Context: an optimization exercise on an open-source flow, tuned for small area. The choices shown serve that exercise and are no tape-out recipe.
Only simulation tests tie the RTL to the original design; equivalence was not proved.
No driver is modelled on the clock port, so clocking that relies on it looks cheaper here than on a real chip.
Power and IR drop assume default switching activity.

## seg_595_dynamic
module seg_595_dynamic
(
    input   wire        sys_clk     ,
    input   wire        sys_rst_n   ,
    input   wire [19:0] data        ,
    input   wire [5:0]  point       ,
    input   wire        sign        ,
    input   wire        seg_en      ,
    output  reg         ds          ,
    output  reg         shcp        ,
    output  wire        stcp        ,
    output  wire        oe
);
reg     [5:0]   t44     ;
reg     [3:0]   cb      ;
reg     [15:0]  lf      ;
reg             flag    ;    
wire    [1:0]   cnt     = t44[1:0];
wire            tm_end  = (lf == 16'h1af2);
always@(posedge sys_clk or negedge sys_rst_n)
    if(sys_rst_n == 1'b0)
        t44 <= 6'd0;
    else
        t44 <= (t44 == 6'd43) ? 6'd0 : t44 + 6'd1;
always@(posedge sys_clk or negedge sys_rst_n)
    if(sys_rst_n == 1'b0)
        cb <= 4'd0;
    else if(cnt == 2'd3)
        cb <= (cb == 4'd13) ? 4'd0 : cb + 4'd1;
always@(posedge sys_clk or negedge sys_rst_n)
    if(sys_rst_n == 1'b0)
        lf <= 16'h35e4;
    else
        lf <= {lf[14:0], lf[15] ^ lf[13] ^ lf[12] ^ lf[10] ^ tm_end};
always@(posedge sys_clk or negedge sys_rst_n)
    if(sys_rst_n == 1'b0)
        flag <= 1'b0;
    else
        flag <= tm_end;
wire    s_load  = (t44 == 6'd1);     
wire    s_done  = (t44 == 6'd42);    
wire    s_read  = (t44 == 6'd43);    
reg     [23:0]  W       ;
reg             conv    ;
wire            ld_ok   = (data != 20'd0) && (data != 20'd1_000_000);
wire    [3:0]   u       = t44[5:2];          
wire            cstep   = conv && (u != 4'd0) && (u <= 4'd5);
wire    [4:0]   ge      = {5{cstep}} & {u > 4'd4, u > 4'd3, u > 4'd2, u > 4'd1, 1'b1};
wire    [23:0]  A       ;
genvar n;
generate for(n = 0; n < 5; n = n + 1) begin: a3
    wire [3:0] d = W[4*n +: 4];
    wire       e = ge[n];
  ...
Size in the first run: ~430 cells after synthesis, roughly 34 I/O pins, about 4100 sq um of cells after synthesis.
==> flow/config.mk <==
export PLATFORM = sky130hd
export DESIGN_NAME = seg_595_dynamic
export DESIGN_NICKNAME = seg_595_dynamic
export VERILOG_FILES = /design/flow/design.v
export SDC_FILE = /design/flow/constraint.sdc
export NUM_CORES = 4
export LEC_CHECK = 0
export CAP_MARGIN = 20
export CORE_MARGIN = 2
export CORE_UTILIZATION = 40
export SLEW_MARGIN = 20
==> flow/constraint.sdc <==
create_clock -name core_clock -period 5.0 [get_ports {sys_clk}]
set_input_delay 1.0000 -clock core_clock [delete_from_list [all_inputs] [get_ports {sys_clk}]]
set_output_delay 1.0000 -clock core_clock [all_outputs]
set_load 0.01 [all_outputs]
standard.sh (not shown) runs the stock make flow with config.mk's settings and CLKGATE_MAP_FILE= SYNTH_SCRIPT=/design/flow/synth_recipe.tcl, a recipe that flattens the netlist after the stock synthesis.
==> flow/flow/run.sh <==
#!/bin/bash
# Own layout flow: the standard ORFS flow with
#  - input/output port buffers of the smallest buffer cell,
#  - clock tree synthesis without dummy loads, from clkbuf_8 buffers,
#  - after placement resizing, every cell set to the smallest-area variant of
#    its function (later repair steps upsize again where timing needs it).
# Each tool's output goes to the ORFS logs under orfs/logs; make's own output
# goes to flow_make.log here.
set -euo pipefail
W=$(pwd)
export BUFFER_PORTS_ARGS="-buffer_cell sky130_fd_sc_hd__buf_1"
export CTS_ARGS="-sink_clustering_enable -repair_clock_nets -dont_use_dummy_load -buf_list sky130_fd_sc_hd__clkbuf_4"
export POST_RESIZE_TCL="$W/flow/downsize.tcl"
export POST_FLOORPLAN_TCL="$W/flow/restructure.tcl"
export POST_CTS_TCL="$W/flow/clkfix.tcl"
bash standard.sh > "$W/flow_make.log" 2>&1
==> flow/flow/clkfix.tcl <==
# Upsize clock tree leaf buffers that drive many flip-flops, to keep the
# slew at the flip-flop clock pins well below the limit.
set block [ord::get_db_block]
set n 0
foreach inst [$block getInsts] {
  if {[[$inst getMaster] getName] ne "sky130_fd_sc_hd__clkbuf_4"} { continue }
  set net [[$inst findITerm X] getNet]
  if {$net eq "NULL"} { continue }
  set loads [expr {[llength [$net getITerms]] - 1}]
  if {$loads >= 12} {
    replace_cell [$inst getName] sky130_fd_sc_hd__clkbuf_8
    incr n
  }
}
puts "clkfix: upsized $n clock buffers"
if {$n > 0} {
  detailed_placement
  check_placement -verbose
}
Other scripts of this flow, unchanged in this note and not shown: flow/flow/downsize.tcl, flow/flow/libfilter.py, flow/flow/restructure.tcl
Next try:
--- a/flow/flow/clkfix.tcl
+++ b/flow/flow/clkfix.tcl
@@ -8,5 +8,5 @@
   if {$net eq "NULL"} { continue }
   set loads [expr {[llength [$net getITerms]] - 1}]
-  if {$loads >= 12} {
+  if {$loads >= 10} {
     replace_cell [$inst getName] sky130_fd_sc_hd__clkbuf_8
     incr n
The new run ran to the end with no violations.
Via count stays flat.
Sequential power barely changes.
Maximum frequency stays flat.
Area after synthesis stays the same.
Hold slack improves by 12 ps.
Non-clock buffer count stays the same.
Clock-buffer cell count is unchanged.
Total power went up by 2.2%.
Core utilization went up by 0.13 points.
Global-route usage is unchanged.
Next try:
--- a/flow/flow/clkfix.tcl
+++ b/flow/flow/clkfix.tcl
@@ -8,5 +8,5 @@
   if {$net eq "NULL"} { continue }
   set loads [expr {[llength [$net getITerms]] - 1}]
-  if {$loads >= 10} {
+  if {$loads >= 11} {
     replace_cell [$inst getName] sky130_fd_sc_hd__clkbuf_8
     incr n
Effect:
- utilization is about the same
- setup slack gains 5.7 ps
- routed wire length is lower slightly
- clock power is lower by a few percent
- die area stays the same
- area after synthesis is unchanged
- sequential power stays flat
- critical path depth does not change


Another version of the RTL of seg_595_dynamic (not shown whole).
For scale: about 74 flip-flops, roughly 34 I/O pins, ~4100 sq um of cells after synthesis.
clock: 5.0 ns
lec_check: 0
cap_margin: 20
core_margin: 2
core_utilization: 40
slew_margin: 20
==> flow/flow/clkfix.tcl <==
# Upsize clock tree leaf buffers that drive many flip-flops, to keep the
# slew at the flip-flop clock pins well below the limit.
set block [ord::get_db_block]
set n 0
foreach inst [$block getInsts] {
  if {[[$inst getMaster] getName] ne "sky130_fd_sc_hd__clkbuf_4"} { continue }
  set net [[$inst findITerm X] getNet]
  if {$net eq "NULL"} { continue }
  set loads [expr {[llength [$net getITerms]] - 1}]
  if {$loads >= 10} {
    replace_cell [$inst getName] sky130_fd_sc_hd__clkbuf_8
    incr n
  }
}
puts "clkfix: upsized $n clock buffers"
if {$n > 0} {
  detailed_placement
  check_placement -verbose
}
==> flow/flow/downsize.tcl <==
# Set every standard cell to the smallest-area variant with the same base name
# (e.g. mux2_2 -> mux2_1). Tap, fill and decap cells are left alone.
set db [ord::get_db]
array set best_area {}
array set best_name {}
foreach lib [$db getLibs] {
  foreach m [$lib getMasters] {
    set n [$m getName]
    if {![regexp {^(sky130_fd_sc_hd__[a-z0-9]+)_([0-9]+)$} $n -> base sz]} { continue }
    if {[regexp {lpflow|probe|tap|fill|decap|clkdly|dlygate|dlymetal} $n]} { continue }
    set a [expr {[$m getWidth] * [$m getHeight]}]
    if {![info exists best_area($base)] || $a < $best_area($base)} {
      set best_area($base) $a
      set best_name($base) $n
    }
  }
}
set count 0
foreach inst [[ord::get_db_block] getInsts] {
  set n [[$inst getMaster] getName]
  if {![regexp {^(sky130_fd_sc_hd__[a-z0-9]+)_([0-9]+)$} $n -> base sz]} { continue }
  if {![info exists best_name($base)]} { continue }
  set b $best_name($base)
  if {$b ne $n} {
    set m [[ord::get_db_block] findInst [$inst getName]]
    replace_cell [$inst getName] $b
    incr count
  }
}
puts "downsize: replaced $count cells"
==> flow/flow/restructure.tcl <==
# Re-map the combinational logic for area with OpenROAD's restructure (ABC).
file mkdir [file join $::env(OBJECTS_DIR) rmp]
set lib [lindex $::env(LIB_FILES) 0]
restructure -target area -liberty_file $lib \
  -tielo_port sky130_fd_sc_hd__conb_1/LO -tiehi_port sky130_fd_sc_hd__conb_1/HI \
  -work_dir [file join $::env(OBJECTS_DIR) rmp] -abc_logfile [file join $::env(LOG_DIR) rmp_abc.log]
Scripts as last shown in full above: flow/flow/run.sh
The starting point produced a clean layout.
Rerun with:
--- a/flow/flow/run.sh
+++ b/flow/flow/run.sh
@@ -10,7 +10,6 @@
 W=$(pwd)
 export BUFFER_PORTS_ARGS="-buffer_cell sky130_fd_sc_hd__buf_1"
-export CTS_ARGS="-sink_clustering_enable -repair_clock_nets -dont_use_dummy_load -buf_list sky130_fd_sc_hd__clkbuf_4"
+export CTS_ARGS="-sink_clustering_enable -repair_clock_nets -dont_use_dummy_load -buf_list sky130_fd_sc_hd__clkbuf_8 -sink_buffer_max_cap_derate 2"
 export POST_RESIZE_TCL="$W/flow/downsize.tcl"
 export POST_FLOORPLAN_TCL="$W/flow/restructure.tcl"
-export POST_CTS_TCL="$W/flow/clkfix.tcl"
 bash standard.sh > "$W/flow_make.log" 2>&1
removed: flow/flow/clkfix.tcl
- Now the flow never finished: it broke off in clock tree synthesis
- synthesized area is unchanged
- synthesized cell count does not change
Rerun with:
--- a/flow/flow/run.sh
+++ b/flow/flow/run.sh
@@ -10,5 +10,5 @@
 W=$(pwd)
 export BUFFER_PORTS_ARGS="-buffer_cell sky130_fd_sc_hd__buf_1"
-export CTS_ARGS="-sink_clustering_enable -repair_clock_nets -dont_use_dummy_load -buf_list sky130_fd_sc_hd__clkbuf_8 -sink_buffer_max_cap_derate 2"
+export CTS_ARGS="-sink_clustering_enable -repair_clock_nets -dont_use_dummy_load -buf_list sky130_fd_sc_hd__clkbuf_4"
 export POST_RESIZE_TCL="$W/flow/downsize.tcl"
 export POST_FLOORPLAN_TCL="$W/flow/restructure.tcl"
The new run completed with no timing, DRC or antenna violations. Area after synthesis stays the same. Synthesized cell count stays the same.

## static timing again, ports no longer ideal
How much do the figures lean on ideal ports? The routed layouts below were timed once more, with nothing changed but the port constraints.
Step 1, drivers: a clkbuf_16 drives sys_clk and a buf_2 each remaining input, both assumed.
Step 2 adds t to the input delays and takes it off the output delays; t is the mean of the earliest and latest rising clock arrival at the registers after step 1. Input paths then give back, and output paths get back, about the clock's delay inside the block.
a / b / c = no drivers / after step 1 / after step 2; a / b = the first two.
run	t (ns)	setup slack, ns	latest minus earliest clock arrival (ns)	slew at the worst register clock pin (ns)
the first run of note 1	0.419	2.034 / 2.045 / 1.626	0.039 / 0.039	0.12 / 0.12
the second run of note 1	0.426	2.040 / 2.050 / 1.623	0.035 / 0.035	0.10 / 0.10
the third run of note 1	0.422	2.046 / 2.057 / 1.635	0.031 / 0.030	0.10 / 0.10
the first run of note 2	0.427	1.833 / 1.833 / 1.791	0.029 / 0.029	0.10 / 0.10
the third run of note 2	0.429	1.859 / 1.859 / 1.810	0.032 / 0.032	0.12 / 0.12
After both steps every run listed still meets setup and hold. The setup slack of the second run of note 1, which loses most, moves by +0.010 ns with the drivers and by -0.417 ns with both steps.
